From an optimization exercise on the open Yosys and OpenROAD flow, aimed at small area and a short achievable clock period; shortcuts taken in it are not production practice. Where RTL was checked, it was by simulation tests only, not by an equivalence proof against the original. Function not checked in run 2: the RTL went through the layout flow alone. Power figures rest on the tool's default switching activity, not on a simulated workload.

==> flow/design.v <==
module mul8(
    input clk,
    input logic[7:0] a,
    input logic[7:0] b,
    output logic[15:0] r
);
    logic[15:0] r_temp;
    always @(*) begin
        r_temp = a*b;
    end
    always_ff  @(posedge clk) begin
        r <= r_temp;
    end
endmodule
module mul16(
    input clk,
    input logic[15:0] a,
    input logic[15:0] b,
    output logic[31:0] r
);
    logic [15:0] aLow_bLow, aHigh_bLow, aLow_bHigh, aHigh_bHigh;
    logic [16:0] aHbL_add;
    logic [31:0] temp_r, temp1, temp2;
    assign aHbL_add=aHigh_bLow + aLow_bHigh;
    always @(*) begin
        temp_r = { 16'h0000, aLow_bLow } + {7'b0000000,aHbL_add,8'h00} + {aHigh_bHigh,16'h0000};
    end
    mul8 mul1(.clk(clk), .a(a[7:0]), .b(b[7:0]), .r(aLow_bLow));
    mul8 mul2(.clk(clk), .a(a[15:8]), .b(b[7:0]), .r(aHigh_bLow));
    mul8 mul3(.clk(clk), .a(a[7:0]), .b(b[15:8]), .r(aLow_bHigh));
    mul8 mul4(.clk(clk), .a(a[15:8]), .b(b[15:8]), .r(aHigh_bHigh));
    always_ff  @(posedge clk) begin
        r <= temp_r;
    end
endmodule
==> flow/run.sh <==
#!/bin/bash
# synth_recipe.tcl (not shown) runs the flow's synth.tcl, then flattens the netlist and writes it again
# the make line also repeats each setting of config.mk as NAME=value (left out here)
make -C /OpenROAD-flow-scripts/flow DESIGN_CONFIG=/design/flow/config.mk WORK_HOME=/design/flow/orfs CLKGATE_MAP_FILE= SYNTH_SCRIPT=/design/flow/synth_recipe.tcl finish
==> flow/config.mk <==
export PLATFORM = sky130hd
export DESIGN_NAME = mul16
export DESIGN_NICKNAME = mul16
export VERILOG_FILES = /design/flow/design.v
export SDC_FILE = /design/flow/constraint.sdc
export NUM_CORES = 4
export LEC_CHECK = 0
export CAP_MARGIN = 20
export CORE_MARGIN = 2
export CORE_UTILIZATION = 40
export SLEW_MARGIN = 20
==> flow/constraint.sdc <==
create_clock -name core_clock -period 5.5 [get_ports {clk}]
set_input_delay 1.1000 -clock core_clock [delete_from_list [all_inputs] [get_ports {clk}]]
set_output_delay 1.1000 -clock core_clock [all_outputs]
set_load 0.01 [all_outputs]
==> summary.md, run 1 <==
| Metric | Value |
|---|---|
| Outcome | `finished clean` |
| Number of cells traversed by the worst hold path | `0` |
| Multi-input combinational gate total | `958` |
| Global routing usage summed across all routing layers | `18.1%` |
| TritonCTS buffer count | `9` |
| Count of plain and timing-repair buffers in the layout | `186` |
| DR WL met3 | `719 um` |
| Terminating pin of the worst hold path | `r[7]` |
| Required time worst endpoint | `5.80 ns` |
| Signal arrival time at the worst endpoint | `5.59 ns` |
| Number of synthesis warnings | `2` |
| Nature of the critical path startpoint | `primary input` |
| Clock buffer and inverter area fraction after layout | `2.20%` |
| Remaining max-slew budget at the tightest pin | `61.6%` |
| Post-route antenna net violation count | `0` |
| Layout clock buffer count | `9` |
| Timing startpoint of the critical path | `a[3]` |
| Via count of the first global-routing pass | `9290` |
| Multiplexer share of the synthesized area | `0.168%` |
| Fin worst setup slack | `0.209 ns` |
| Port buffer count | `64` |
| Number of vias after detailed routing | `8813` |
| XOR/XNOR share of the synthesized area | `5.00%` |
| Worst-skew pair later-pin latency | `0.36 ns` |
| Most area-hungry cell type in the Yosys netlist | `sky130_fd_sc_hd__fa_1` |
| Worst hold slack | `0.328 ns` |
| CP Class | `in -> reg` |
| Peak supply drop | `0.000250 V` |
| Final Instance Count excl. Fillers | `1866` |
==> inputs of run 2 (changes only) <==
==> flow/design.v (replaced) <==
module mul8(
    input clk,
    input logic[7:0] a,
    input logic[7:0] b,
    output logic[15:0] r
);
    logic[15:0] r_temp;
    always @(*) begin
        r_temp = a*b;
    end
    always_ff  @(posedge clk) begin
        r <= r_temp;
    end
endmodule
module mul16(
    input clk,
    input logic[15:0] a,
    input logic[15:0] b,
    output logic[31:0] r
);
    wire pp0_0;
    wire pp0_1;
    wire pp0_2;
    wire pp0_3;
    wire pp0_4;
    wire pp0_5;
    wire pp0_6;
    wire pp0_7;
    wire pp0_8;
    wire pp0_9;
    wire pp0_10;
    wire pp0_11;
    wire pp0_12;
    wire pp0_13;
    wire pp0_14;
    wire pp0_15;
    wire pp1_0;
    wire pp1_1;
    wire pp1_2;
    wire pp1_3;
    wire pp1_4;
    wire pp1_5;
    wire pp1_6;
    wire pp1_7;
    wire pp1_8;
    wire pp1_9;
    wire pp1_10;
    wire pp1_11;
    wire pp1_12;
    wire pp1_13;
    wire pp1_14;
    wire pp1_15;
    wire pp2_0;
    wire pp2_1;
    wire pp2_2;
    wire pp2_3;
    wire pp2_4;
    wire pp2_5;
    wire pp2_6;
    wire pp2_7;
    wire pp2_8;
    wire pp2_9;
    wire pp2_10;
    wire pp2_11;
    wire pp2_12;
    wire pp2_13;
    wire pp2_14;
    wire pp2_15;
    wire pp3_0;
    wire pp3_1;
    wire pp3_2;
    wire pp3_3;
    wire pp3_4;
    wire pp3_5;
    wire pp3_6;
    wire pp3_7;
    wire pp3_8;
    wire pp3_9;
    wire pp3_10;
    wire pp3_11;
    wire pp3_12;
    wire pp3_13;
    wire pp3_14;
    wire pp3_15;
    wire pp4_0;
    wire pp4_1;
    wire pp4_2;
    wire pp4_3;
    wire pp4_4;
    wire pp4_5;
    wire pp4_6;
    wire pp4_7;
    wire pp4_8;
    wire pp4_9;
    wire pp4_10;
    wire pp4_11;
    wire pp4_12;
    wire pp4_13;
    wire pp4_14;
    wire pp4_15;
    wire pp5_0;
    wire pp5_1;
    wire pp5_2;
    wire pp5_3;
    wire pp5_4;
    wire pp5_5;
    wire pp5_6;
    wire pp5_7;
    wire pp5_8;
    wire pp5_9;
    wire pp5_10;
    wire pp5_11;
    wire pp5_12;
    wire pp5_13;
    wire pp5_14;
    wire pp5_15;
    wire pp6_0;
    wire pp6_1;
    wire pp6_2;
    wire pp6_3;
    wire pp6_4;
    wire pp6_5;
    wire pp6_6;
    wire pp6_7;
    wire pp6_8;
    wire pp6_9;
    wire pp6_10;
    wire pp6_11;
    wire pp6_12;
    wire pp6_13;
    wire pp6_14;
    wire pp6_15;
    wire pp7_0;
    wire pp7_1;
    wire pp7_2;
    wire pp7_3;
    wire pp7_4;
    wire pp7_5;
    wire pp7_6;
    wire pp7_7;
    wire pp7_8;
    wire pp7_9;
    wire pp7_10;
    wire pp7_11;
    wire pp7_12;
    wire pp7_13;
    wire pp7_14;
    wire pp7_15;
    wire pp8_0;
    wire pp8_1;
    wire pp8_2;
    wire pp8_3;
    wire pp8_4;
    wire pp8_5;
    wire pp8_6;
    wire pp8_7;
    wire pp8_8;
    wire pp8_9;
    wire pp8_10;
    wire pp8_11;
    wire pp8_12;
    wire pp8_13;
    wire pp8_14;
    wire pp8_15;
    wire pp9_0;
    wire pp9_1;
    wire pp9_2;
    wire pp9_3;
    wire pp9_4;
    wire pp9_5;
    wire pp9_6;
    wire pp9_7;
    wire pp9_8;
    wire pp9_9;
    wire pp9_10;
    wire pp9_11;
    wire pp9_12;
    wire pp9_13;
    wire pp9_14;
    wire pp9_15;
    wire pp10_0;
    wire pp10_1;
    wire pp10_2;
    wire pp10_3;
    wire pp10_4;
    wire pp10_5;
    wire pp10_6;
    wire pp10_7;
    wire pp10_8;
    wire pp10_9;
    wire pp10_10;
    wire pp10_11;
    wire pp10_12;
    wire pp10_13;
    wire pp10_14;
    wire pp10_15;
    wire pp11_0;
    wire pp11_1;
    wire pp11_2;
    wire pp11_3;
    wire pp11_4;
    wire pp11_5;
    wire pp11_6;
    wire pp11_7;
    wire pp11_8;
    wire pp11_9;
    wire pp11_10;
    wire pp11_11;
    wire pp11_12;
    wire pp11_13;
    wire pp11_14;
    wire pp11_15;
    wire pp12_0;
    wire pp12_1;
    wire pp12_2;
    wire pp12_3;
    wire pp12_4;
    wire pp12_5;
    wire pp12_6;
    wire pp12_7;
    wire pp12_8;
    wire pp12_9;
    wire pp12_10;
    wire pp12_11;
    wire pp12_12;
    wire pp12_13;
    wire pp12_14;
    wire pp12_15;
    wire pp13_0;
    wire pp13_1;
    wire pp13_2;
    wire pp13_3;
    wire pp13_4;
    wire pp13_5;
    wire pp13_6;
    wire pp13_7;
    wire pp13_8;
    wire pp13_9;
    wire pp13_10;
    wire pp13_11;
    wire pp13_12;
    wire pp13_13;
    wire pp13_14;
    wire pp13_15;
    wire pp14_0;
    wire pp14_1;
    wire pp14_2;
    wire pp14_3;
    wire pp14_4;
    wire pp14_5;
    wire pp14_6;
    wire pp14_7;
    wire pp14_8;
    wire pp14_9;
    wire pp14_10;
    wire pp14_11;
    wire pp14_12;
    wire pp14_13;
    wire pp14_14;
    wire pp14_15;
    wire pp15_0;
    wire pp15_1;
    wire pp15_2;
    wire pp15_3;
    wire pp15_4;
    wire pp15_5;
    wire pp15_6;
    wire pp15_7;
    wire pp15_8;
    wire pp15_9;
    wire pp15_10;
    wire pp15_11;
    wire pp15_12;
    wire pp15_13;
    wire pp15_14;
    wire pp15_15;
    wire s1, c2;
    wire s3, c4;
    wire s5, c6;
    wire s7, c8;
    wire s9, c10;
    wire s11, c12;
    wire s13, c14;
    wire s15, c16;
    wire s17, c18;
    wire s19, c20;
    wire s21, c22;
    wire s23, c24;
    wire s25, c26;
    wire s27, c28;
    wire s29, c30;
    wire s31, c32;
    wire s33, c34;
    wire s35, c36;
    wire s37, c38;
    wire s39, c40;
    wire s41, c42;
    wire s43, c44;
    wire s45, c46;
    wire s47, c48;
    wire s49, c50;
    wire s51, c52;
    wire s53, c54;
    wire s55, c56;
    wire s57, c58;
    wire s59, c60;
    wire s61, c62;
    wire s63, c64;
    wire s65, c66;
    wire s67, c68;
    wire s69, c70;
    wire s71, c72;
    wire s73, c74;
    wire s75, c76;
    wire s77, c78;
    wire s79, c80;
    wire s81, c82;
    wire s83, c84;
    wire s85, c86;
    wire s87, c88;
    wire s89, c90;
    wire s91, c92;
    wire s93, c94;
    wire s95, c96;
    wire s97, c98;
    wire s99, c100;
    wire s101, c102;
    wire s103, c104;
    wire s105, c106;
    wire s107, c108;
    wire s109, c110;
    wire s111, c112;
    wire s113, c114;
    wire s115, c116;
    wire s117, c118;
    wire s119, c120;
    wire s121, c122;
    wire s123, c124;
    wire s125, c126;
    wire s127, c128;
    wire s129, c130;
    wire s131, c132;
    wire s133, c134;
    wire s135, c136;
    wire s137, c138;
    wire s139, c140;
    wire s141, c142;
    wire s143, c144;
    wire s145, c146;
    wire s147, c148;
    wire s149, c150;
    wire s151, c152;
    wire s153, c154;
    wire s155, c156;
    wire s157, c158;
    wire s159, c160;
    wire s161, c162;
    wire s163, c164;
    wire s165, c166;
    wire s167, c168;
    wire s169, c170;
    wire s171, c172;
    wire s173, c174;
    wire s175, c176;
    wire s177, c178;
    wire s179, c180;
    wire s181, c182;
    wire s183, c184;
    wire s185, c186;
    wire s187, c188;
    wire s189, c190;
    wire s191, c192;
    wire s193, c194;
    wire s195, c196;
    wire s197, c198;
    wire s199, c200;
    wire s201, c202;
    wire s203, c204;
    wire s205, c206;
    wire s207, c208;
    wire s209, c210;
    wire s211, c212;
    wire s213, c214;
    wire s215, c216;
    wire s217, c218;
    wire s219, c220;
    wire s221, c222;
    wire s223, c224;
    wire s225, c226;
    wire s227, c228;
    wire s229, c230;
    wire s231, c232;
    wire s233, c234;
    wire s235, c236;
    wire s237, c238;
    wire s239, c240;
    wire s241, c242;
    wire s243, c244;
    wire s245, c246;
    wire s247, c248;
    wire s249, c250;
    wire s251, c252;
    wire s253, c254;
    wire s255, c256;
    wire s257, c258;
    wire s259, c260;
    wire s261, c262;
    wire s263, c264;
    wire s265, c266;
    wire s267, c268;
    wire s269, c270;
    wire s271, c272;
    wire s273, c274;
    wire s275, c276;
    wire s277, c278;
    wire s279, c280;
    wire s281, c282;
    wire s283, c284;
    wire s285, c286;
    wire s287, c288;
    wire s289, c290;
    wire s291, c292;
    wire s293, c294;
    wire s295, c296;
    wire s297, c298;
    wire s299, c300;
    wire s301, c302;
    wire s303, c304;
    wire s305, c306;
    wire s307, c308;
    wire s309, c310;
    wire s311, c312;
    wire s313, c314;
    wire s315, c316;
    wire s317, c318;
    wire s319, c320;
    wire s321, c322;
    wire s323, c324;
    wire s325, c326;
    wire s327, c328;
    wire s329, c330;
    wire s331, c332;
    wire s333, c334;
    wire s335, c336;
    wire s337, c338;
    wire s339, c340;
    wire s341, c342;
    wire s343, c344;
    wire s345, c346;
    wire s347, c348;
    wire s349, c350;
    wire s351, c352;
    wire s353, c354;
    wire s355, c356;
    wire s357, c358;
    wire s359, c360;
    wire s361, c362;
    wire s363, c364;
    wire s365, c366;
    wire s367, c368;
    wire s369, c370;
    wire s371, c372;
    wire s373, c374;
    wire s375, c376;
    wire s377, c378;
    wire s379, c380;
    wire s381, c382;
    wire s383, c384;
    wire s385, c386;
    wire s387, c388;
    wire s389, c390;
    wire s391, c392;
    wire s393, c394;
    wire s395, c396;
    wire s397, c398;
    wire s399, c400;
    wire s463, c464;
    wire s465, c466;
    wire s467, c468;
    wire s469, c470;
    wire s471, c472;
    wire s473, c474;
    wire s475, c476;
    wire s477, c478;
    wire s479, c480;
    wire s481, c482;
    wire s483, c484;
    wire s485, c486;
    wire s487, c488;
    wire s489, c490;
    wire s491, c492;
    wire s493, c494;
    logic [61:0] q;
    wire q401 = q[0];
    wire q402 = q[1];
    wire q403 = q[2];
    wire q404 = q[3];
    wire q405 = q[4];
    wire q406 = q[5];
    wire q407 = q[6];
    wire q408 = q[7];
    wire q409 = q[8];
    wire q410 = q[9];
    wire q411 = q[10];
    wire q412 = q[11];
    wire q413 = q[12];
    wire q414 = q[13];
    wire q415 = q[14];
    wire q416 = q[15];
    wire q417 = q[16];
    wire q418 = q[17];
    wire q419 = q[18];
    wire q420 = q[19];
    wire q421 = q[20];
    wire q422 = q[21];
    wire q423 = q[22];
    wire q424 = q[23];
    wire q425 = q[24];
    wire q426 = q[25];
    wire q427 = q[26];
    wire q428 = q[27];
    wire q429 = q[28];
    wire q430 = q[29];
    wire q431 = q[30];
    wire q432 = q[31];
    wire q433 = q[32];
    wire q434 = q[33];
    wire q435 = q[34];
    wire q436 = q[35];
    wire q437 = q[36];
    wire q438 = q[37];
    wire q439 = q[38];
    wire q440 = q[39];
    wire q441 = q[40];
    wire q442 = q[41];
    wire q443 = q[42];
    wire q444 = q[43];
    wire q445 = q[44];
    wire q446 = q[45];
    wire q447 = q[46];
    wire q448 = q[47];
    wire q449 = q[48];
    wire q450 = q[49];
    wire q451 = q[50];
    wire q452 = q[51];
    wire q453 = q[52];
    wire q454 = q[53];
    wire q455 = q[54];
    wire q456 = q[55];
    wire q457 = q[56];
    wire q458 = q[57];
    wire q459 = q[58];
    wire q460 = q[59];
    wire q461 = q[60];
    wire q462 = q[61];
    wire [31:0] xn = {1'b1, q461, q459, q457, q455, q453, q451, q449, q447, q446, c492, c490, c488, s487, c484, s483, s479, s477, s475, s473, s471, s469, s467, s465, q411, q407, q406, q405, q404, q403, q402, q401};
    wire [31:0] yn = {1'b1, q462, q460, q458, q456, q454, q452, q450, q448, c494, s493, s491, s489, c486, s485, s481, c478, c476, c474, c472, c470, c468, c466, c464, s463, 1'b1, 1'b1, 1'b1, 1'b1, 1'b1, 1'b1, 1'b1};
    assign pp0_0 = ~(a[0] & b[0]);
    assign pp0_1 = ~(a[0] & b[1]);
    assign pp0_2 = ~(a[0] & b[2]);
    assign pp0_3 = ~(a[0] & b[3]);
    assign pp0_4 = ~(a[0] & b[4]);
    assign pp0_5 = ~(a[0] & b[5]);
    assign pp0_6 = ~(a[0] & b[6]);
    assign pp0_7 = ~(a[0] & b[7]);
    assign pp0_8 = ~(a[0] & b[8]);
    assign pp0_9 = ~(a[0] & b[9]);
    assign pp0_10 = ~(a[0] & b[10]);
    assign pp0_11 = ~(a[0] & b[11]);
    assign pp0_12 = ~(a[0] & b[12]);
    assign pp0_13 = ~(a[0] & b[13]);
    assign pp0_14 = ~(a[0] & b[14]);
    assign pp0_15 = ~(a[0] & b[15]);
    assign pp1_0 = ~(a[1] & b[0]);
    assign pp1_1 = ~(a[1] & b[1]);
    assign pp1_2 = ~(a[1] & b[2]);
    assign pp1_3 = ~(a[1] & b[3]);
    assign pp1_4 = ~(a[1] & b[4]);
    assign pp1_5 = ~(a[1] & b[5]);
    assign pp1_6 = ~(a[1] & b[6]);
    assign pp1_7 = ~(a[1] & b[7]);
    assign pp1_8 = ~(a[1] & b[8]);
    assign pp1_9 = ~(a[1] & b[9]);
    assign pp1_10 = ~(a[1] & b[10]);
    assign pp1_11 = ~(a[1] & b[11]);
    assign pp1_12 = ~(a[1] & b[12]);
    assign pp1_13 = ~(a[1] & b[13]);
    assign pp1_14 = ~(a[1] & b[14]);
    assign pp1_15 = ~(a[1] & b[15]);
    assign pp2_0 = ~(a[2] & b[0]);
    assign pp2_1 = ~(a[2] & b[1]);
    assign pp2_2 = ~(a[2] & b[2]);
    assign pp2_3 = ~(a[2] & b[3]);
    assign pp2_4 = ~(a[2] & b[4]);
    assign pp2_5 = ~(a[2] & b[5]);
    assign pp2_6 = ~(a[2] & b[6]);
    assign pp2_7 = ~(a[2] & b[7]);
    assign pp2_8 = ~(a[2] & b[8]);
    assign pp2_9 = ~(a[2] & b[9]);
    assign pp2_10 = ~(a[2] & b[10]);
    assign pp2_11 = ~(a[2] & b[11]);
    assign pp2_12 = ~(a[2] & b[12]);
    assign pp2_13 = ~(a[2] & b[13]);
    assign pp2_14 = ~(a[2] & b[14]);
    assign pp2_15 = ~(a[2] & b[15]);
    assign pp3_0 = ~(a[3] & b[0]);
    assign pp3_1 = ~(a[3] & b[1]);
    assign pp3_2 = ~(a[3] & b[2]);
    assign pp3_3 = ~(a[3] & b[3]);
    assign pp3_4 = ~(a[3] & b[4]);
    assign pp3_5 = ~(a[3] & b[5]);
    assign pp3_6 = ~(a[3] & b[6]);
    assign pp3_7 = ~(a[3] & b[7]);
    assign pp3_8 = ~(a[3] & b[8]);
    assign pp3_9 = ~(a[3] & b[9]);
    assign pp3_10 = ~(a[3] & b[10]);
    assign pp3_11 = ~(a[3] & b[11]);
    assign pp3_12 = ~(a[3] & b[12]);
    assign pp3_13 = ~(a[3] & b[13]);
    assign pp3_14 = ~(a[3] & b[14]);
    assign pp3_15 = ~(a[3] & b[15]);
    assign pp4_0 = ~(a[4] & b[0]);
    assign pp4_1 = ~(a[4] & b[1]);
    assign pp4_2 = ~(a[4] & b[2]);
    assign pp4_3 = ~(a[4] & b[3]);
    assign pp4_4 = ~(a[4] & b[4]);
    assign pp4_5 = ~(a[4] & b[5]);
    assign pp4_6 = ~(a[4] & b[6]);
    assign pp4_7 = ~(a[4] & b[7]);
    assign pp4_8 = ~(a[4] & b[8]);
    assign pp4_9 = ~(a[4] & b[9]);
    assign pp4_10 = ~(a[4] & b[10]);
    assign pp4_11 = ~(a[4] & b[11]);
    assign pp4_12 = ~(a[4] & b[12]);
    assign pp4_13 = ~(a[4] & b[13]);
    assign pp4_14 = ~(a[4] & b[14]);
    assign pp4_15 = ~(a[4] & b[15]);
    assign pp5_0 = ~(a[5] & b[0]);
    assign pp5_1 = ~(a[5] & b[1]);
    assign pp5_2 = ~(a[5] & b[2]);
    assign pp5_3 = ~(a[5] & b[3]);
    assign pp5_4 = ~(a[5] & b[4]);
    assign pp5_5 = ~(a[5] & b[5]);
    assign pp5_6 = ~(a[5] & b[6]);
    assign pp5_7 = ~(a[5] & b[7]);
    assign pp5_8 = ~(a[5] & b[8]);
    assign pp5_9 = ~(a[5] & b[9]);
    assign pp5_10 = ~(a[5] & b[10]);
    assign pp5_11 = ~(a[5] & b[11]);
    assign pp5_12 = ~(a[5] & b[12]);
    assign pp5_13 = ~(a[5] & b[13]);
    assign pp5_14 = ~(a[5] & b[14]);
    assign pp5_15 = ~(a[5] & b[15]);
    assign pp6_0 = ~(a[6] & b[0]);
    assign pp6_1 = ~(a[6] & b[1]);
    assign pp6_2 = ~(a[6] & b[2]);
    assign pp6_3 = ~(a[6] & b[3]);
    assign pp6_4 = ~(a[6] & b[4]);
    assign pp6_5 = ~(a[6] & b[5]);
    assign pp6_6 = ~(a[6] & b[6]);
    assign pp6_7 = ~(a[6] & b[7]);
    assign pp6_8 = ~(a[6] & b[8]);
    assign pp6_9 = ~(a[6] & b[9]);
    assign pp6_10 = ~(a[6] & b[10]);
    assign pp6_11 = ~(a[6] & b[11]);
    assign pp6_12 = ~(a[6] & b[12]);
    assign pp6_13 = ~(a[6] & b[13]);
    assign pp6_14 = ~(a[6] & b[14]);
    assign pp6_15 = ~(a[6] & b[15]);
    assign pp7_0 = ~(a[7] & b[0]);
    assign pp7_1 = ~(a[7] & b[1]);
    assign pp7_2 = ~(a[7] & b[2]);
    assign pp7_3 = ~(a[7] & b[3]);
    assign pp7_4 = ~(a[7] & b[4]);
    assign pp7_5 = ~(a[7] & b[5]);
    assign pp7_6 = ~(a[7] & b[6]);
    assign pp7_7 = ~(a[7] & b[7]);
    assign pp7_8 = ~(a[7] & b[8]);
    assign pp7_9 = ~(a[7] & b[9]);
    assign pp7_10 = ~(a[7] & b[10]);
    assign pp7_11 = ~(a[7] & b[11]);
    assign pp7_12 = ~(a[7] & b[12]);
    assign pp7_13 = ~(a[7] & b[13]);
    assign pp7_14 = ~(a[7] & b[14]);
    assign pp7_15 = ~(a[7] & b[15]);
    assign pp8_0 = ~(a[8] & b[0]);
    assign pp8_1 = ~(a[8] & b[1]);
    assign pp8_2 = ~(a[8] & b[2]);
    assign pp8_3 = ~(a[8] & b[3]);
    assign pp8_4 = ~(a[8] & b[4]);
    assign pp8_5 = ~(a[8] & b[5]);
    assign pp8_6 = ~(a[8] & b[6]);
    assign pp8_7 = ~(a[8] & b[7]);
    assign pp8_8 = ~(a[8] & b[8]);
    assign pp8_9 = ~(a[8] & b[9]);
    assign pp8_10 = ~(a[8] & b[10]);
    assign pp8_11 = ~(a[8] & b[11]);
    assign pp8_12 = ~(a[8] & b[12]);
    assign pp8_13 = ~(a[8] & b[13]);
    assign pp8_14 = ~(a[8] & b[14]);
    assign pp8_15 = ~(a[8] & b[15]);
    assign pp9_0 = ~(a[9] & b[0]);
    assign pp9_1 = ~(a[9] & b[1]);
    assign pp9_2 = ~(a[9] & b[2]);
    assign pp9_3 = ~(a[9] & b[3]);
    assign pp9_4 = ~(a[9] & b[4]);
    assign pp9_5 = ~(a[9] & b[5]);
    assign pp9_6 = ~(a[9] & b[6]);
    assign pp9_7 = ~(a[9] & b[7]);
    assign pp9_8 = ~(a[9] & b[8]);
    assign pp9_9 = ~(a[9] & b[9]);
    assign pp9_10 = ~(a[9] & b[10]);
    assign pp9_11 = ~(a[9] & b[11]);
    assign pp9_12 = ~(a[9] & b[12]);
    assign pp9_13 = ~(a[9] & b[13]);
    assign pp9_14 = ~(a[9] & b[14]);
    assign pp9_15 = ~(a[9] & b[15]);
    assign pp10_0 = ~(a[10] & b[0]);
    assign pp10_1 = ~(a[10] & b[1]);
    assign pp10_2 = ~(a[10] & b[2]);
    assign pp10_3 = ~(a[10] & b[3]);
    assign pp10_4 = ~(a[10] & b[4]);
    assign pp10_5 = ~(a[10] & b[5]);
    assign pp10_6 = ~(a[10] & b[6]);
    assign pp10_7 = ~(a[10] & b[7]);
    assign pp10_8 = ~(a[10] & b[8]);
    assign pp10_9 = ~(a[10] & b[9]);
    assign pp10_10 = ~(a[10] & b[10]);
    assign pp10_11 = ~(a[10] & b[11]);
    assign pp10_12 = ~(a[10] & b[12]);
    assign pp10_13 = ~(a[10] & b[13]);
    assign pp10_14 = ~(a[10] & b[14]);
    assign pp10_15 = ~(a[10] & b[15]);
    assign pp11_0 = ~(a[11] & b[0]);
    assign pp11_1 = ~(a[11] & b[1]);
    assign pp11_2 = ~(a[11] & b[2]);
    assign pp11_3 = ~(a[11] & b[3]);
    assign pp11_4 = ~(a[11] & b[4]);
    assign pp11_5 = ~(a[11] & b[5]);
    assign pp11_6 = ~(a[11] & b[6]);
    assign pp11_7 = ~(a[11] & b[7]);
    assign pp11_8 = ~(a[11] & b[8]);
    assign pp11_9 = ~(a[11] & b[9]);
    assign pp11_10 = ~(a[11] & b[10]);
    assign pp11_11 = ~(a[11] & b[11]);
    assign pp11_12 = ~(a[11] & b[12]);
    assign pp11_13 = ~(a[11] & b[13]);
    assign pp11_14 = ~(a[11] & b[14]);
    assign pp11_15 = ~(a[11] & b[15]);
    assign pp12_0 = ~(a[12] & b[0]);
    assign pp12_1 = ~(a[12] & b[1]);
    assign pp12_2 = ~(a[12] & b[2]);
    assign pp12_3 = ~(a[12] & b[3]);
    assign pp12_4 = ~(a[12] & b[4]);
    assign pp12_5 = ~(a[12] & b[5]);
    assign pp12_6 = ~(a[12] & b[6]);
    assign pp12_7 = ~(a[12] & b[7]);
    assign pp12_8 = ~(a[12] & b[8]);
    assign pp12_9 = ~(a[12] & b[9]);
    assign pp12_10 = ~(a[12] & b[10]);
    assign pp12_11 = ~(a[12] & b[11]);
    assign pp12_12 = ~(a[12] & b[12]);
    assign pp12_13 = ~(a[12] & b[13]);
    assign pp12_14 = ~(a[12] & b[14]);
    assign pp12_15 = ~(a[12] & b[15]);
    assign pp13_0 = ~(a[13] & b[0]);
    assign pp13_1 = ~(a[13] & b[1]);
    assign pp13_2 = ~(a[13] & b[2]);
    assign pp13_3 = ~(a[13] & b[3]);
    assign pp13_4 = ~(a[13] & b[4]);
    assign pp13_5 = ~(a[13] & b[5]);
    assign pp13_6 = ~(a[13] & b[6]);
    assign pp13_7 = ~(a[13] & b[7]);
    assign pp13_8 = ~(a[13] & b[8]);
    assign pp13_9 = ~(a[13] & b[9]);
    assign pp13_10 = ~(a[13] & b[10]);
    assign pp13_11 = ~(a[13] & b[11]);
    assign pp13_12 = ~(a[13] & b[12]);
    assign pp13_13 = ~(a[13] & b[13]);
    assign pp13_14 = ~(a[13] & b[14]);
    assign pp13_15 = ~(a[13] & b[15]);
    assign pp14_0 = ~(a[14] & b[0]);
    assign pp14_1 = ~(a[14] & b[1]);
    assign pp14_2 = ~(a[14] & b[2]);
    assign pp14_3 = ~(a[14] & b[3]);
    assign pp14_4 = ~(a[14] & b[4]);
    assign pp14_5 = ~(a[14] & b[5]);
    assign pp14_6 = ~(a[14] & b[6]);
    assign pp14_7 = ~(a[14] & b[7]);
    assign pp14_8 = ~(a[14] & b[8]);
    assign pp14_9 = ~(a[14] & b[9]);
    assign pp14_10 = ~(a[14] & b[10]);
    assign pp14_11 = ~(a[14] & b[11]);
    assign pp14_12 = ~(a[14] & b[12]);
    assign pp14_13 = ~(a[14] & b[13]);
    assign pp14_14 = ~(a[14] & b[14]);
    assign pp14_15 = ~(a[14] & b[15]);
    assign pp15_0 = ~(a[15] & b[0]);
    assign pp15_1 = ~(a[15] & b[1]);
    assign pp15_2 = ~(a[15] & b[2]);
    assign pp15_3 = ~(a[15] & b[3]);
    assign pp15_4 = ~(a[15] & b[4]);
    assign pp15_5 = ~(a[15] & b[5]);
    assign pp15_6 = ~(a[15] & b[6]);
    assign pp15_7 = ~(a[15] & b[7]);
    assign pp15_8 = ~(a[15] & b[8]);
    assign pp15_9 = ~(a[15] & b[9]);
    assign pp15_10 = ~(a[15] & b[10]);
    assign pp15_11 = ~(a[15] & b[11]);
    assign pp15_12 = ~(a[15] & b[12]);
    assign pp15_13 = ~(a[15] & b[13]);
    assign pp15_14 = ~(a[15] & b[14]);
    assign pp15_15 = ~(a[15] & b[15]);
    mul16_xnor us1 (.x(pp0_1), .y(pp1_0), .s(s1));
    assign c2 = pp0_1 | pp1_0;
    mul16_fa us3 (.x(pp0_2), .y(pp1_1), .z(pp2_0), .s(s3), .c(c4));
    mul16_xnor us5 (.x(c2), .y(s3), .s(s5));
    assign c6 = c2 | s3;
    mul16_fa us7 (.x(pp0_3), .y(pp1_2), .z(pp2_1), .s(s7), .c(c8));
    mul16_fa us9 (.x(pp3_0), .y(c4), .z(s7), .s(s9), .c(c10));
    mul16_xnor us11 (.x(c6), .y(s9), .s(s11));
    assign c12 = c6 | s9;
    mul16_fa us13 (.x(pp0_4), .y(pp1_3), .z(pp2_2), .s(s13), .c(c14));
    mul16_fa us15 (.x(pp3_1), .y(pp4_0), .z(c8), .s(s15), .c(c16));
    mul16_fa us17 (.x(s13), .y(s15), .z(c10), .s(s17), .c(c18));
    mul16_xnor us19 (.x(c12), .y(s17), .s(s19));
    assign c20 = c12 | s17;
    mul16_fa us21 (.x(pp0_5), .y(pp1_4), .z(pp2_3), .s(s21), .c(c22));
    mul16_fa us23 (.x(pp3_2), .y(pp4_1), .z(pp5_0), .s(s23), .c(c24));
    mul16_fa us25 (.x(c14), .y(s21), .z(s23), .s(s25), .c(c26));
    mul16_fa us27 (.x(c16), .y(s25), .z(c18), .s(s27), .c(c28));
    mul16_xnor us29 (.x(c20), .y(s27), .s(s29));
    assign c30 = c20 | s27;
    mul16_fa us31 (.x(pp0_6), .y(pp1_5), .z(pp2_4), .s(s31), .c(c32));
    mul16_fa us33 (.x(pp3_3), .y(pp4_2), .z(pp5_1), .s(s33), .c(c34));
    mul16_fa us35 (.x(pp6_0), .y(c22), .z(c24), .s(s35), .c(c36));
    mul16_fa us37 (.x(s31), .y(s33), .z(c26), .s(s37), .c(c38));
    mul16_fa us39 (.x(s35), .y(s37), .z(c28), .s(s39), .c(c40));
    mul16_xnor us41 (.x(c30), .y(s39), .s(s41));
    assign c42 = c30 | s39;
    mul16_fa us43 (.x(pp0_7), .y(pp1_6), .z(pp2_5), .s(s43), .c(c44));
    mul16_fa us45 (.x(pp3_4), .y(pp4_3), .z(pp5_2), .s(s45), .c(c46));
    mul16_fa us47 (.x(pp6_1), .y(pp7_0), .z(c32), .s(s47), .c(c48));
    mul16_fa us49 (.x(c34), .y(s43), .z(s45), .s(s49), .c(c50));
    mul16_fa us51 (.x(c36), .y(s47), .z(s49), .s(s51), .c(c52));
    mul16_fa us53 (.x(pp0_8), .y(pp1_7), .z(pp2_6), .s(s53), .c(c54));
    mul16_fa us55 (.x(pp3_5), .y(pp4_4), .z(pp5_3), .s(s55), .c(c56));
    mul16_fa us57 (.x(pp6_2), .y(pp7_1), .z(pp8_0), .s(s57), .c(c58));
    mul16_fa us59 (.x(c44), .y(c46), .z(s53), .s(s59), .c(c60));
    mul16_fa us61 (.x(s55), .y(s57), .z(c48), .s(s61), .c(c62));
    mul16_fa us63 (.x(c50), .y(s59), .z(s61), .s(s63), .c(c64));
    mul16_fa us65 (.x(pp0_9), .y(pp1_8), .z(pp2_7), .s(s65), .c(c66));
    mul16_fa us67 (.x(pp3_6), .y(pp4_5), .z(pp5_4), .s(s67), .c(c68));
    mul16_fa us69 (.x(pp6_3), .y(pp7_2), .z(pp8_1), .s(s69), .c(c70));
    mul16_fa us71 (.x(pp9_0), .y(c54), .z(c56), .s(s71), .c(c72));
    mul16_fa us73 (.x(c58), .y(s65), .z(s67), .s(s73), .c(c74));
    mul16_fa us75 (.x(s69), .y(c60), .z(s71), .s(s75), .c(c76));
    mul16_fa us77 (.x(s73), .y(c62), .z(s75), .s(s77), .c(c78));
    mul16_fa us79 (.x(pp0_10), .y(pp1_9), .z(pp2_8), .s(s79), .c(c80));
    mul16_fa us81 (.x(pp3_7), .y(pp4_6), .z(pp5_5), .s(s81), .c(c82));
    mul16_fa us83 (.x(pp6_4), .y(pp7_3), .z(pp8_2), .s(s83), .c(c84));
    mul16_fa us85 (.x(pp9_1), .y(pp10_0), .z(c66), .s(s85), .c(c86));
    mul16_fa us87 (.x(c68), .y(c70), .z(s79), .s(s87), .c(c88));
    mul16_fa us89 (.x(s81), .y(s83), .z(c72), .s(s89), .c(c90));
    mul16_fa us91 (.x(s85), .y(c74), .z(s87), .s(s91), .c(c92));
    mul16_fa us93 (.x(s89), .y(c76), .z(s91), .s(s93), .c(c94));
    mul16_fa us95 (.x(pp0_11), .y(pp1_10), .z(pp2_9), .s(s95), .c(c96));
    mul16_fa us97 (.x(pp3_8), .y(pp4_7), .z(pp5_6), .s(s97), .c(c98));
    mul16_fa us99 (.x(pp6_5), .y(pp7_4), .z(pp8_3), .s(s99), .c(c100));
    mul16_fa us101 (.x(pp9_2), .y(pp10_1), .z(pp11_0), .s(s101), .c(c102));
    mul16_fa us103 (.x(c80), .y(c82), .z(c84), .s(s103), .c(c104));
    mul16_fa us105 (.x(s95), .y(s97), .z(s99), .s(s105), .c(c106));
    mul16_fa us107 (.x(s101), .y(c86), .z(c88), .s(s107), .c(c108));
    mul16_fa us109 (.x(s103), .y(s105), .z(c90), .s(s109), .c(c110));
    mul16_fa us111 (.x(c92), .y(s107), .z(s109), .s(s111), .c(c112));
    mul16_fa us113 (.x(pp0_12), .y(pp1_11), .z(pp2_10), .s(s113), .c(c114));
    mul16_fa us115 (.x(pp3_9), .y(pp4_8), .z(pp5_7), .s(s115), .c(c116));
    mul16_fa us117 (.x(pp6_6), .y(pp7_5), .z(pp8_4), .s(s117), .c(c118));
    mul16_fa us119 (.x(pp9_3), .y(pp10_2), .z(pp11_1), .s(s119), .c(c120));
    mul16_fa us121 (.x(pp12_0), .y(c96), .z(c98), .s(s121), .c(c122));
    mul16_fa us123 (.x(c100), .y(c102), .z(s113), .s(s123), .c(c124));
    mul16_fa us125 (.x(s115), .y(s117), .z(s119), .s(s125), .c(c126));
    mul16_fa us127 (.x(c104), .y(s121), .z(c106), .s(s127), .c(c128));
    mul16_fa us129 (.x(s123), .y(s125), .z(c108), .s(s129), .c(c130));
    mul16_fa us131 (.x(s127), .y(c110), .z(s129), .s(s131), .c(c132));
    mul16_fa us133 (.x(pp0_13), .y(pp1_12), .z(pp2_11), .s(s133), .c(c134));
    mul16_fa us135 (.x(pp3_10), .y(pp4_9), .z(pp5_8), .s(s135), .c(c136));
    mul16_fa us137 (.x(pp6_7), .y(pp7_6), .z(pp8_5), .s(s137), .c(c138));
    mul16_fa us139 (.x(pp9_4), .y(pp10_3), .z(pp11_2), .s(s139), .c(c140));
    mul16_fa us141 (.x(pp12_1), .y(pp13_0), .z(c114), .s(s141), .c(c142));
    mul16_fa us143 (.x(c116), .y(c118), .z(c120), .s(s143), .c(c144));
    mul16_fa us145 (.x(s133), .y(s135), .z(s137), .s(s145), .c(c146));
    mul16_fa us147 (.x(s139), .y(c122), .z(s141), .s(s147), .c(c148));
    mul16_fa us149 (.x(c124), .y(c126), .z(s143), .s(s149), .c(c150));
    mul16_fa us151 (.x(s145), .y(c128), .z(s147), .s(s151), .c(c152));
    mul16_fa us153 (.x(s149), .y(c130), .z(s151), .s(s153), .c(c154));
    mul16_fa us155 (.x(pp0_14), .y(pp1_13), .z(pp2_12), .s(s155), .c(c156));
    mul16_fa us157 (.x(pp3_11), .y(pp4_10), .z(pp5_9), .s(s157), .c(c158));
    mul16_fa us159 (.x(pp6_8), .y(pp7_7), .z(pp8_6), .s(s159), .c(c160));
    mul16_fa us161 (.x(pp9_5), .y(pp10_4), .z(pp11_3), .s(s161), .c(c162));
    mul16_fa us163 (.x(pp12_2), .y(pp13_1), .z(pp14_0), .s(s163), .c(c164));
    mul16_fa us165 (.x(c134), .y(c136), .z(c138), .s(s165), .c(c166));
    mul16_fa us167 (.x(c140), .y(s155), .z(s157), .s(s167), .c(c168));
    mul16_fa us169 (.x(s159), .y(s161), .z(s163), .s(s169), .c(c170));
    mul16_fa us171 (.x(c142), .y(c144), .z(c146), .s(s171), .c(c172));
    mul16_fa us173 (.x(s165), .y(s167), .z(s169), .s(s173), .c(c174));
    mul16_fa us175 (.x(c148), .y(c150), .z(s171), .s(s175), .c(c176));
    mul16_fa us177 (.x(s173), .y(c152), .z(s175), .s(s177), .c(c178));
    mul16_fa us179 (.x(pp0_15), .y(pp1_14), .z(pp2_13), .s(s179), .c(c180));
    mul16_fa us181 (.x(pp3_12), .y(pp4_11), .z(pp5_10), .s(s181), .c(c182));
    mul16_fa us183 (.x(pp6_9), .y(pp7_8), .z(pp8_7), .s(s183), .c(c184));
    mul16_fa us185 (.x(pp9_6), .y(pp10_5), .z(pp11_4), .s(s185), .c(c186));
    mul16_fa us187 (.x(pp12_3), .y(pp13_2), .z(pp14_1), .s(s187), .c(c188));
    mul16_fa us189 (.x(pp15_0), .y(c156), .z(c158), .s(s189), .c(c190));
    mul16_fa us191 (.x(c160), .y(c162), .z(c164), .s(s191), .c(c192));
    mul16_fa us193 (.x(s179), .y(s181), .z(s183), .s(s193), .c(c194));
    mul16_fa us195 (.x(s185), .y(s187), .z(c166), .s(s195), .c(c196));
    mul16_fa us197 (.x(c168), .y(s189), .z(c170), .s(s197), .c(c198));
    mul16_fa us199 (.x(s191), .y(s193), .z(s195), .s(s199), .c(c200));
    mul16_fa us201 (.x(c172), .y(c174), .z(s197), .s(s201), .c(c202));
    mul16_fa us203 (.x(s199), .y(c176), .z(s201), .s(s203), .c(c204));
    mul16_fa us205 (.x(pp1_15), .y(pp2_14), .z(pp3_13), .s(s205), .c(c206));
    mul16_fa us207 (.x(pp4_12), .y(pp5_11), .z(pp6_10), .s(s207), .c(c208));
    mul16_fa us209 (.x(pp7_9), .y(pp8_8), .z(pp9_7), .s(s209), .c(c210));
    mul16_fa us211 (.x(pp10_6), .y(pp11_5), .z(pp12_4), .s(s211), .c(c212));
    mul16_fa us213 (.x(pp13_3), .y(pp14_2), .z(pp15_1), .s(s213), .c(c214));
    mul16_fa us215 (.x(c180), .y(c182), .z(c184), .s(s215), .c(c216));
    mul16_fa us217 (.x(c186), .y(c188), .z(s205), .s(s217), .c(c218));
    mul16_fa us219 (.x(s207), .y(s209), .z(s211), .s(s219), .c(c220));
    mul16_fa us221 (.x(s213), .y(c190), .z(c192), .s(s221), .c(c222));
    mul16_fa us223 (.x(c194), .y(s215), .z(s217), .s(s223), .c(c224));
    mul16_fa us225 (.x(s219), .y(c196), .z(s221), .s(s225), .c(c226));
    mul16_fa us227 (.x(c198), .y(s223), .z(c200), .s(s227), .c(c228));
    mul16_fa us229 (.x(pp2_15), .y(pp3_14), .z(pp4_13), .s(s229), .c(c230));
    mul16_fa us231 (.x(pp5_12), .y(pp6_11), .z(pp7_10), .s(s231), .c(c232));
    mul16_fa us233 (.x(pp8_9), .y(pp9_8), .z(pp10_7), .s(s233), .c(c234));
    mul16_fa us235 (.x(pp11_6), .y(pp12_5), .z(pp13_4), .s(s235), .c(c236));
    mul16_fa us237 (.x(pp14_3), .y(pp15_2), .z(c206), .s(s237), .c(c238));
    mul16_fa us239 (.x(c208), .y(c210), .z(c212), .s(s239), .c(c240));
    mul16_fa us241 (.x(c214), .y(s229), .z(s231), .s(s241), .c(c242));
    mul16_fa us243 (.x(s233), .y(s235), .z(c216), .s(s243), .c(c244));
    mul16_fa us245 (.x(s237), .y(c218), .z(c220), .s(s245), .c(c246));
    mul16_fa us247 (.x(s239), .y(s241), .z(c222), .s(s247), .c(c248));
    mul16_fa us249 (.x(s243), .y(c224), .z(s245), .s(s249), .c(c250));
    mul16_fa us251 (.x(c226), .y(s247), .z(s249), .s(s251), .c(c252));
    mul16_fa us253 (.x(pp3_15), .y(pp4_14), .z(pp5_13), .s(s253), .c(c254));
    mul16_fa us255 (.x(pp6_12), .y(pp7_11), .z(pp8_10), .s(s255), .c(c256));
    mul16_fa us257 (.x(pp9_9), .y(pp10_8), .z(pp11_7), .s(s257), .c(c258));
    mul16_fa us259 (.x(pp12_6), .y(pp13_5), .z(pp14_4), .s(s259), .c(c260));
    mul16_fa us261 (.x(pp15_3), .y(c230), .z(c232), .s(s261), .c(c262));
    mul16_fa us263 (.x(c234), .y(c236), .z(s253), .s(s263), .c(c264));
    mul16_fa us265 (.x(s255), .y(s257), .z(s259), .s(s265), .c(c266));
    mul16_fa us267 (.x(c238), .y(c240), .z(c242), .s(s267), .c(c268));
    mul16_fa us269 (.x(s261), .y(s263), .z(s265), .s(s269), .c(c270));
    mul16_fa us271 (.x(c244), .y(c246), .z(s267), .s(s271), .c(c272));
    mul16_fa us273 (.x(s269), .y(c248), .z(c250), .s(s273), .c(c274));
    mul16_fa us275 (.x(pp4_15), .y(pp5_14), .z(pp6_13), .s(s275), .c(c276));
    mul16_fa us277 (.x(pp7_12), .y(pp8_11), .z(pp9_10), .s(s277), .c(c278));
    mul16_fa us279 (.x(pp10_9), .y(pp11_8), .z(pp12_7), .s(s279), .c(c280));
    mul16_fa us281 (.x(pp13_6), .y(pp14_5), .z(pp15_4), .s(s281), .c(c282));
    mul16_fa us283 (.x(c254), .y(c256), .z(c258), .s(s283), .c(c284));
    mul16_fa us285 (.x(c260), .y(s275), .z(s277), .s(s285), .c(c286));
    mul16_fa us287 (.x(s279), .y(s281), .z(c262), .s(s287), .c(c288));
    mul16_fa us289 (.x(c264), .y(c266), .z(s283), .s(s289), .c(c290));
    mul16_fa us291 (.x(s285), .y(s287), .z(c268), .s(s291), .c(c292));
    mul16_fa us293 (.x(c270), .y(s289), .z(c272), .s(s293), .c(c294));
    mul16_fa us295 (.x(pp5_15), .y(pp6_14), .z(pp7_13), .s(s295), .c(c296));
    mul16_fa us297 (.x(pp8_12), .y(pp9_11), .z(pp10_10), .s(s297), .c(c298));
    mul16_fa us299 (.x(pp11_9), .y(pp12_8), .z(pp13_7), .s(s299), .c(c300));
    mul16_fa us301 (.x(pp14_6), .y(pp15_5), .z(c276), .s(s301), .c(c302));
    mul16_fa us303 (.x(c278), .y(c280), .z(c282), .s(s303), .c(c304));
    mul16_fa us305 (.x(s295), .y(s297), .z(s299), .s(s305), .c(c306));
    mul16_fa us307 (.x(c284), .y(s301), .z(c286), .s(s307), .c(c308));
    mul16_fa us309 (.x(s303), .y(s305), .z(c288), .s(s309), .c(c310));
    mul16_fa us311 (.x(c290), .y(s307), .z(s309), .s(s311), .c(c312));
    mul16_fa us313 (.x(pp6_15), .y(pp7_14), .z(pp8_13), .s(s313), .c(c314));
    mul16_fa us315 (.x(pp9_12), .y(pp10_11), .z(pp11_10), .s(s315), .c(c316));
    mul16_fa us317 (.x(pp12_9), .y(pp13_8), .z(pp14_7), .s(s317), .c(c318));
    mul16_fa us319 (.x(pp15_6), .y(c296), .z(c298), .s(s319), .c(c320));
    mul16_fa us321 (.x(c300), .y(s313), .z(s315), .s(s321), .c(c322));
    mul16_fa us323 (.x(s317), .y(c302), .z(c304), .s(s323), .c(c324));
    mul16_fa us325 (.x(s319), .y(c306), .z(s321), .s(s325), .c(c326));
    mul16_fa us327 (.x(c308), .y(s323), .z(s325), .s(s327), .c(c328));
    mul16_fa us329 (.x(pp7_15), .y(pp8_14), .z(pp9_13), .s(s329), .c(c330));
    mul16_fa us331 (.x(pp10_12), .y(pp11_11), .z(pp12_10), .s(s331), .c(c332));
    mul16_fa us333 (.x(pp13_9), .y(pp14_8), .z(pp15_7), .s(s333), .c(c334));
    mul16_fa us335 (.x(c314), .y(c316), .z(c318), .s(s335), .c(c336));
    mul16_fa us337 (.x(s329), .y(s331), .z(s333), .s(s337), .c(c338));
    mul16_fa us339 (.x(c320), .y(c322), .z(s335), .s(s339), .c(c340));
    mul16_fa us341 (.x(s337), .y(c324), .z(c326), .s(s341), .c(c342));
    mul16_fa us343 (.x(s339), .y(c328), .z(s341), .s(s343), .c(c344));
    mul16_fa us345 (.x(pp8_15), .y(pp9_14), .z(pp10_13), .s(s345), .c(c346));
    mul16_fa us347 (.x(pp11_12), .y(pp12_11), .z(pp13_10), .s(s347), .c(c348));
    mul16_fa us349 (.x(pp14_9), .y(pp15_8), .z(c330), .s(s349), .c(c350));
    mul16_fa us351 (.x(c332), .y(c334), .z(s345), .s(s351), .c(c352));
    mul16_fa us353 (.x(s347), .y(c336), .z(s349), .s(s353), .c(c354));
    mul16_fa us355 (.x(c338), .y(s351), .z(c340), .s(s355), .c(c356));
    mul16_fa us357 (.x(s353), .y(c342), .z(s355), .s(s357), .c(c358));
    mul16_fa us359 (.x(pp9_15), .y(pp10_14), .z(pp11_13), .s(s359), .c(c360));
    mul16_fa us361 (.x(pp12_12), .y(pp13_11), .z(pp14_10), .s(s361), .c(c362));
    mul16_fa us363 (.x(pp15_9), .y(c346), .z(c348), .s(s363), .c(c364));
    mul16_fa us365 (.x(s359), .y(s361), .z(c350), .s(s365), .c(c366));
    mul16_fa us367 (.x(c352), .y(s363), .z(c354), .s(s367), .c(c368));
    mul16_fa us369 (.x(s365), .y(c356), .z(s367), .s(s369), .c(c370));
    mul16_fa us371 (.x(pp10_15), .y(pp11_14), .z(pp12_13), .s(s371), .c(c372));
    mul16_fa us373 (.x(pp13_12), .y(pp14_11), .z(pp15_10), .s(s373), .c(c374));
    mul16_fa us375 (.x(c360), .y(c362), .z(s371), .s(s375), .c(c376));
    mul16_fa us377 (.x(s373), .y(c364), .z(s375), .s(s377), .c(c378));
    mul16_fa us379 (.x(c366), .y(s377), .z(c368), .s(s379), .c(c380));
    mul16_fa us381 (.x(pp11_15), .y(pp12_14), .z(pp13_13), .s(s381), .c(c382));
    mul16_fa us383 (.x(pp14_12), .y(pp15_11), .z(c372), .s(s383), .c(c384));
    mul16_fa us385 (.x(c374), .y(s381), .z(s383), .s(s385), .c(c386));
    mul16_fa us387 (.x(c376), .y(s385), .z(c378), .s(s387), .c(c388));
    mul16_fa us389 (.x(pp12_15), .y(pp13_14), .z(pp14_13), .s(s389), .c(c390));
    mul16_fa us391 (.x(pp15_12), .y(c382), .z(s389), .s(s391), .c(c392));
    mul16_fa us393 (.x(c384), .y(s391), .z(c386), .s(s393), .c(c394));
    mul16_fa us395 (.x(pp13_15), .y(pp14_14), .z(pp15_13), .s(s395), .c(c396));
    mul16_fa us397 (.x(c390), .y(s395), .z(c392), .s(s397), .c(c398));
    mul16_fa us399 (.x(pp14_15), .y(pp15_14), .z(c396), .s(s399), .c(c400));
    mul16_fa us463 (.x(q408), .y(q409), .z(q410), .s(s463), .c(c464));
    mul16_xnor us465 (.x(q412), .y(q413), .s(s465));
    assign c466 = q412 | q413;
    mul16_xnor us467 (.x(q414), .y(q415), .s(s467));
    assign c468 = q414 | q415;
    mul16_xnor us469 (.x(q416), .y(q417), .s(s469));
    assign c470 = q416 | q417;
    mul16_xnor us471 (.x(q418), .y(q419), .s(s471));
    assign c472 = q418 | q419;
    mul16_xnor us473 (.x(q420), .y(q421), .s(s473));
    assign c474 = q420 | q421;
    mul16_xnor us475 (.x(q422), .y(q423), .s(s475));
    assign c476 = q422 | q423;
    mul16_xnor us477 (.x(q424), .y(q425), .s(s477));
    assign c478 = q424 | q425;
    mul16_xnor us479 (.x(q426), .y(q427), .s(s479));
    assign c480 = q426 | q427;
    mul16_fa us481 (.x(q428), .y(q429), .z(q430), .s(s481), .c(c482));
    mul16_xnor us483 (.x(q431), .y(c480), .s(s483));
    assign c484 = q431 | c480;
    mul16_fa us485 (.x(q432), .y(q433), .z(c482), .s(s485), .c(c486));
    mul16_fa us487 (.x(q434), .y(q435), .z(q436), .s(s487), .c(c488));
    mul16_fa us489 (.x(q437), .y(q438), .z(q439), .s(s489), .c(c490));
    mul16_fa us491 (.x(q440), .y(q441), .z(q442), .s(s491), .c(c492));
    mul16_fa us493 (.x(q443), .y(q444), .z(q445), .s(s493), .c(c494));
    wire [24:0] cg, cp, cs;
    assign cg[0] = xn[7] & yn[7];
    assign cp[0] = xn[7] ^ yn[7];
    assign cg[1] = xn[8] & yn[8];
    assign cp[1] = xn[8] ^ yn[8];
    assign cg[2] = xn[9] & yn[9];
    assign cp[2] = xn[9] ^ yn[9];
    assign cg[3] = xn[10] & yn[10];
    assign cp[3] = xn[10] ^ yn[10];
    assign cg[4] = xn[11] & yn[11];
    assign cp[4] = xn[11] ^ yn[11];
    assign cg[5] = xn[12] & yn[12];
    assign cp[5] = xn[12] ^ yn[12];
    assign cg[6] = xn[13] & yn[13];
    assign cp[6] = xn[13] ^ yn[13];
    assign cg[7] = xn[14] & yn[14];
    assign cp[7] = xn[14] ^ yn[14];
    assign cg[8] = xn[15] & yn[15];
    assign cp[8] = xn[15] ^ yn[15];
    assign cg[9] = xn[16] & yn[16];
    assign cp[9] = xn[16] ^ yn[16];
    assign cg[10] = xn[17] & yn[17];
    assign cp[10] = xn[17] ^ yn[17];
    assign cg[11] = xn[18] & yn[18];
    assign cp[11] = xn[18] ^ yn[18];
    assign cg[12] = xn[19] & yn[19];
    assign cp[12] = xn[19] ^ yn[19];
    assign cg[13] = xn[20] & yn[20];
    assign cp[13] = xn[20] ^ yn[20];
    assign cg[14] = xn[21] & yn[21];
    assign cp[14] = xn[21] ^ yn[21];
    assign cg[15] = xn[22] & yn[22];
    assign cp[15] = xn[22] ^ yn[22];
    assign cg[16] = xn[23] & yn[23];
    assign cp[16] = xn[23] ^ yn[23];
    assign cg[17] = xn[24] & yn[24];
    assign cp[17] = xn[24] ^ yn[24];
    assign cg[18] = xn[25] & yn[25];
    assign cp[18] = xn[25] ^ yn[25];
    assign cg[19] = xn[26] & yn[26];
    assign cp[19] = xn[26] ^ yn[26];
    assign cg[20] = xn[27] & yn[27];
    assign cp[20] = xn[27] ^ yn[27];
    assign cg[21] = xn[28] & yn[28];
    assign cp[21] = xn[28] ^ yn[28];
    assign cg[22] = xn[29] & yn[29];
    assign cp[22] = xn[29] ^ yn[29];
    assign cg[23] = xn[30] & yn[30];
    assign cp[23] = xn[30] ^ yn[30];
    assign cg[24] = xn[31] & yn[31];
    assign cp[24] = xn[31] ^ yn[31];
    mul16_cpa ucpa (.gi(cg), .pi(cp), .co(cco));
    wire [23:0] cco;
    assign cs = {~(cp[24] ^ cco[23]), ~(cp[23] ^ cco[22]), ~(cp[22] ^ cco[21]), ~(cp[21] ^ cco[20]), ~(cp[20] ^ cco[19]), ~(cp[19] ^ cco[18]), ~(cp[18] ^ cco[17]), ~(cp[17] ^ cco[16]), ~(cp[16] ^ cco[15]), ~(cp[15] ^ cco[14]), ~(cp[14] ^ cco[13]), ~(cp[13] ^ cco[12]), ~(cp[12] ^ cco[11]), ~(cp[11] ^ cco[10]), ~(cp[10] ^ cco[9]), ~(cp[9] ^ cco[8]), ~(cp[8] ^ cco[7]), ~(cp[7] ^ cco[6]), ~(cp[6] ^ cco[5]), ~(cp[5] ^ cco[4]), ~(cp[4] ^ cco[3]), ~(cp[3] ^ cco[2]), ~(cp[2] ^ cco[1]), ~(cp[1] ^ cco[0]), cp[0]};
    wire [31:0] sum = {cs, ~xn[6], ~xn[5], ~xn[4], ~xn[3], ~xn[2], ~xn[1], ~xn[0]};
    always_ff @(posedge clk) begin
        q <= {c400, pp15_15, c398, s399, c394, s397, c388, s393, c380, s387, s379, c370, s369, c358, s357, c344, s343, c312, s327, c310, c294, s311, c292, s293, c274, s291, s273, c252, s271, s251, c228, c204, s227, c202, s225, s203, c178, s177, c154, s153, c132, s131, c112, s111, c94, s93, c78, s77, c64, s63, c52, c42, c40, s51, c38, s41, s29, s19, s11, s5, s1, pp0_0};
        r <= sum;
    end
endmodule
module mul16_fa(input x, input y, input z, output s, output c);
    assign s = x ^ y ^ z;
    assign c = (x & y) | (x & z) | (y & z);
endmodule
module mul16_cpa(input [24:0] gi, input [24:0] pi, output [23:0] co);
    wire g0 = gi[0] | pi[0];
    wire p0 = pi[0];
    wire g1 = gi[1];
    wire p1 = pi[1];
    wire g2 = gi[2];
    wire p2 = pi[2];
    wire g3 = gi[3];
    wire p3 = pi[3];
    wire g4 = gi[4];
    wire p4 = pi[4];
    wire g5 = gi[5];
    wire p5 = pi[5];
    wire g6 = gi[6];
    wire p6 = pi[6];
    wire g7 = gi[7];
    wire p7 = pi[7];
    wire g8 = gi[8];
    wire p8 = pi[8];
    wire g9 = gi[9];
    wire p9 = pi[9];
    wire g10 = gi[10];
    wire p10 = pi[10];
    wire g11 = gi[11];
    wire p11 = pi[11];
    wire g12 = gi[12];
    wire p12 = pi[12];
    wire g13 = gi[13];
    wire p13 = pi[13];
    wire g14 = gi[14];
    wire p14 = pi[14];
    wire g15 = gi[15];
    wire p15 = pi[15];
    wire g16 = gi[16];
    wire p16 = pi[16];
    wire g17 = gi[17];
    wire p17 = pi[17];
    wire g18 = gi[18];
    wire p18 = pi[18];
    wire g19 = gi[19];
    wire p19 = pi[19];
    wire g20 = gi[20];
    wire p20 = pi[20];
    wire g21 = gi[21];
    wire p21 = pi[21];
    wire g22 = gi[22];
    wire p22 = pi[22];
    wire g23 = gi[23];
    wire p23 = pi[23];
    wire g24 = gi[24];
    wire p24 = pi[24];
    wire G1 = g2 | (p2 & g1);
    wire P1 = p2 & p1;
    wire G2 = g1 | (p1 & g0);
    wire P2 = p1 & p0;
    wire G3 = G1 | (P1 & g0);
    wire P3 = P1 & p0;
    wire G4 = g4 | (p4 & g3);
    wire P4 = p4 & p3;
    wire G5 = g5 | (p5 & G4);
    wire P5 = p5 & P4;
    wire G6 = g6 | (p6 & G5);
    wire P6 = p6 & P5;
    wire G7 = g8 | (p8 & g7);
    wire P7 = p8 & p7;
    wire G8 = g9 | (p9 & G7);
    wire P8 = p9 & P7;
    wire G9 = g7 | (p7 & G6);
    wire P9 = p7 & P6;
    wire G10 = G7 | (P7 & G6);
    wire P10 = P7 & P6;
    wire G11 = G8 | (P8 & G6);
    wire P11 = P8 & P6;
    wire G12 = g3 | (p3 & G3);
    wire P12 = p3 & P3;
    wire G13 = G4 | (P4 & G3);
    wire P13 = P4 & P3;
    wire G14 = G5 | (P5 & G3);
    wire P14 = P5 & P3;
    wire G15 = G6 | (P6 & G3);
    wire P15 = P6 & P3;
    wire G16 = G9 | (P9 & G3);
    wire P16 = P9 & P3;
    wire G17 = G10 | (P10 & G3);
    wire P17 = P10 & P3;
    wire G18 = G11 | (P11 & G3);
    wire P18 = P11 & P3;
    wire G19 = g11 | (p11 & g10);
    wire P19 = p11 & p10;
    wire G20 = g10 | (p10 & G18);
    wire P20 = p10 & P18;
    wire G21 = G19 | (P19 & G18);
    wire P21 = P19 & P18;
    wire G22 = g13 | (p13 & g12);
    wire P22 = p13 & p12;
    wire G23 = g14 | (p14 & G22);
    wire P23 = p14 & P22;
    wire G24 = g15 | (p15 & G23);
    wire P24 = p15 & P23;
    wire G25 = g17 | (p17 & g16);
    wire P25 = p17 & p16;
    wire G26 = g18 | (p18 & G25);
    wire P26 = p18 & P25;
    wire G27 = g19 | (p19 & G26);
    wire P27 = p19 & P26;
    wire G28 = g20 | (p20 & G27);
    wire P28 = p20 & P27;
    wire G29 = g16 | (p16 & G24);
    wire P29 = p16 & P24;
    wire G30 = G25 | (P25 & G24);
    wire P30 = P25 & P24;
    wire G31 = G26 | (P26 & G24);
    wire P31 = P26 & P24;
    wire G32 = G27 | (P27 & G24);
    wire P32 = P27 & P24;
    wire G33 = G28 | (P28 & G24);
    wire P33 = P28 & P24;
    wire G34 = g22 | (p22 & g21);
    wire P34 = p22 & p21;
    wire G35 = g21 | (p21 & G33);
    wire P35 = p21 & P33;
    wire G36 = G34 | (P34 & G33);
    wire P36 = P34 & P33;
    wire G37 = g24 | (p24 & g23);
    wire P37 = p24 & p23;
    wire G38 = g23 | (p23 & G36);
    wire P38 = p23 & P36;
    wire G39 = G37 | (P37 & G36);
    wire P39 = P37 & P36;
    wire G40 = g12 | (p12 & G21);
    wire P40 = p12 & P21;
    wire G41 = G22 | (P22 & G21);
    wire P41 = P22 & P21;
    wire G42 = G23 | (P23 & G21);
    wire P42 = P23 & P21;
    wire G43 = G24 | (P24 & G21);
    wire P43 = P24 & P21;
    wire G44 = G29 | (P29 & G21);
    wire P44 = P29 & P21;
    wire G45 = G30 | (P30 & G21);
    wire P45 = P30 & P21;
    wire G46 = G31 | (P31 & G21);
    wire P46 = P31 & P21;
    wire G47 = G32 | (P32 & G21);
    wire P47 = P32 & P21;
    wire G48 = G33 | (P33 & G21);
    wire P48 = P33 & P21;
    wire G49 = G35 | (P35 & G21);
    wire P49 = P35 & P21;
    wire G50 = G36 | (P36 & G21);
    wire P50 = P36 & P21;
    wire G51 = G38 | (P38 & G21);
    wire P51 = P38 & P21;
    wire G52 = G39 | (P39 & G21);
    wire P52 = P39 & P21;
    assign co = {G51, G50, G49, G48, G47, G46, G45, G44, G43, G42, G41, G40, G21, G20, G18, G17, G16, G15, G14, G13, G12, G3, G2, g0};
endmodule
module mul16_xnor(input x, input y, output s);
    assign s = ~(x ^ y);
endmodule
==> flow/flow/run.sh (new file) <==
#!/bin/bash
set -uo pipefail
here=$(pwd)
export BUFFER_PORTS_ARGS="-buffer_cell sky130_fd_sc_hd__buf_4"
export PRE_RESIZE_TCL="$here/flow/outbuf.tcl"
bash standard.sh > standard.log 2>&1
==> flow/flow/outbuf.tcl (new file) <==
# Sourced by ORFS's resize.tcl before repair_design: the buffer that buffer_ports put on
# each output port becomes a sky130_fd_sc_hd__buf_1.
set n 0
foreach port [get_ports -filter "direction==output"] {
  set net [get_nets [get_full_name $port]]
  foreach pin [get_pins -of_objects $net -filter "direction==output"] {
    set inst [get_cells -of_objects $pin]
    if {[get_property $inst ref_name] eq "sky130_fd_sc_hd__buf_4"} {
      replace_cell $inst sky130_fd_sc_hd__buf_1
      incr n
    }
  }
}
puts "outbuf.tcl: $n output buffers made buf_1"
==> flow/standard.sh (new file) <==
#!/bin/bash
# synth_recipe.tcl (not shown) runs the flow's synth.tcl, then flattens the netlist and writes it again
# the make line also repeats each setting of config.mk as NAME=value (left out here)
make -C /OpenROAD-flow-scripts/flow DESIGN_CONFIG=/design/flow/config.mk WORK_HOME=/design/flow/orfs CLKGATE_MAP_FILE= SYNTH_SCRIPT=/design/flow/synth_recipe.tcl "${@:-finish}"
--- a/flow/config.mk
+++ b/flow/config.mk
@@ -9,3 +9,8 @@
 export CORE_MARGIN = 2
 export CORE_UTILIZATION = 40
+export CTS_BUF_LIST = sky130_fd_sc_hd__clkbuf_8
+export CTS_CLUSTER_SIZE = 12
+export SETUP_SLACK_MARGIN = 2.0
 export SLEW_MARGIN = 20
+export SYNTH_HIERARCHICAL = 1
+export SYNTH_MINIMUM_KEEP_SIZE = 0
removed: flow/run.sh
==> run 2 against run 1 <==
- still clean on timing, DRC and antenna
- area after synthesis fell by 29%
- clock skew decreased by 0.0030 ns
- die area decreased by 28%
- first-iteration DRC count increased by 11%
- non-clock buffer count down 119
- final cell count is 43% lower
- global-route usage rose by 0.92 points
- cell area down 32%
- via count shrank 39%
- clock-buffer cell count increased by 1
- largest cell class unchanged
- largest power group unchanged
- highest routed layer unchanged
==> summary.md, run 2 <==
| Metric | Value |
|---|---|
| Weighted congestion at the end of routability-driven global placement | `0.838 (was 0.875)` |
| TritonCTS buffer count | `9 (unchanged)` |
| Number of DRC markers in iteration 0 | `330 (was 297)` |
| Signal arrival time at the worst endpoint | `3.77 ns (was 5.59 ns)` |
| Initial Utilization | `40.6% (was 40.4%)` |
| Number of synthesis warnings | `7 (was 2)` |
| Overall power of the completed layout | `0.00480 W (was 0.00731 W)` |
| Required time worst endpoint | `5.77 ns (was 5.80 ns)` |
| Die Y | `150 um (was 177 um)` |
| Worst hold slack | `0.365 ns (was 0.328 ns)` |
| Leading cell type in the layout, fill and taps excluded | `sky130_fd_sc_hd__nand2_1 (was sky130_fd_sc_hd__inv_1)` |
| CP Class | `in -> reg (unchanged)` |
| Fin Setup TNS | `0 ns (unchanged)` |
| Outcome | `finished clean (unchanged)` |
| Global routing usage summed across all routing layers | `19.0% (was 18.1%)` |
| Final core utilization | `45.8% (was 48.1%)` |
| Share of power burned in combinational logic | `66.4% (was 74.5%)` |
| Setup repair after global routing missed its margin | `true (was false)` |
| Num rows | `53 (was 63)` |
| Remaining max-slew budget at the tightest pin | `55.3% (was 61.6%)` |
| Top achievable clock speed | `0.286 GHz (was 0.189 GHz)` |
| Port buffer count | `64 (unchanged)` |
| Die Span X | `150 um (was 177 um)` |
| Leading registers by flop count | `q: 62 flops, r: 32 flops` |
| Worst Path Max Fanout | `16 (was 8)` |
| Peak supply drop | `0.000282 V (was 0.000250 V)` |
| Filler Cell Count | `2009 (was 2822)` |
| Max-slew violation count | `0 (unchanged)` |
| Total of max-cap violations | `0 (unchanged)` |
| Crit end category | `flip-flop (unchanged)` |
| HPWL reported at the end of detailed placement | `15.2 mm (was 22.4 mm)` |
| Wire length of the first global-routing pass | `31.9 mm (was 45.1 mm)` |
| Worst-skew pair later-pin latency | `0.39 ns (was 0.36 ns)` |
| Number of vias after detailed routing | `5358 (was 8813)` |
| Largest net degree at the start of global routing | `18 (was 19)` |
| Post-layout net count | `1042 (was 1827)` |
| Portion of total power attributed to the clock network | `9.1% (about the same)` |
| Fraction of layout cells with a size suffix above 1 | `25.3% (was 10.1%)` |
| Power density over cell area | `500 mW/mm^2 (was 515 mW/mm^2)` |
| Count of unresolved DRC violations after routing | `0 (unchanged)` |
| Total gr overflow | `0 (unchanged)` |
| Timing startpoint of the critical path | `b[15] (was a[3])` |
| Clock slew at reported path FFs | `0.10 ns (was 0.07 ns)` |
| Nature of the critical path startpoint | `primary input (unchanged)` |
| Synth Area per Inst | `10.7 sq um (was 9.10 sq um)` |
| Boundary Pins | `65 (unchanged)` |
| Post-route antenna net violation count | `0 (unchanged)` |
| Switching pwr | `0.00206 W (was 0.00322 W)` |
| Via count of the first global-routing pass | `5912 (was 9290)` |
==> run 2: area by class of cell <==
type	instances	area [sq um]	share of cell area [%]
Inverter	12	45.0	0.469
Tap cell	275	344	3.58
Sequential cell	94	1880	19.6
Clock inverter	6	36.3	0.378
Clock buffer	10	138	1.43
Timing Repair Buffer	67	632	6.58
Multi-Input combinational cell	600	6530	68.0
==> run 2: routing by layer <==
layer	track usage, %	vias up	routed length (um)
met1	26.9	2770	8810
met2	29.5	201	9210
li1	-	2367	-
met5	0	-	0
met3	4.48	20	1560
met4	5.42	0	294
==> run 2: worst max-delay path, cell delays in order <==
cell,delay (ns)
sky130_fd_sc_hd__buf_6,0.17
sky130_fd_sc_hd__nand2_1,0.11
sky130_fd_sc_hd__fa_2,0.41
sky130_fd_sc_hd__fa_1,0.48
sky130_fd_sc_hd__fa_1,0.52
sky130_fd_sc_hd__fa_2,0.57
sky130_fd_sc_hd__fa_1,0.40
==> run 2: how the worst min path moves through the flow <==
stage | depth (start not counted) | start | end
3_5_place_dp | 1 | q[0] | r[0]
3_3_place_gp | 1 | q[3] | r[3]
4_1_cts | 1 | q[6] | r[6]
2_1_floorplan | 1 | q[0] | r[0]
5_1_grt | 1 | q[0] | r[0]
6_report | 1 | q[3] | r[3]
==> run 2: power groups by stage <==
| stage | clock network [W] | registers [W] | logic [W] |
|---|---|---|---|
| 6_report | 0.000436 | 0.00117 | 0.00319 |
| 5_1_grt | 0.000479 | 0.00121 | 0.00366 |
| 4_1_cts | 0.000450 | 0.00118 | 0.00322 |
| 3_5_place_dp | 0 | 0.00120 | 0.00321 |
| 3_3_place_gp | 0 | 0.00119 | 0.00324 |
| 2_1_floorplan | 0 | 0.00123 | 0.00284 |
==> run 2: timing repair <==
item,4_1_cts,5_1_grt
gates resized for setup,13,52
endpoints found under the setup margin,5,10
hold buffers,0,0
buffers inserted,0,3
gates cloned,0,0
pin swaps,0,8
==> run 2: metrics by stage <==
step,instances,setup WS (ns)
floorplan,794,1.63
global placement,1045,1.55
detailed placement,1045,1.52
CTS,1061,1.98
global route,1064,1.98
finish,1064,2.01
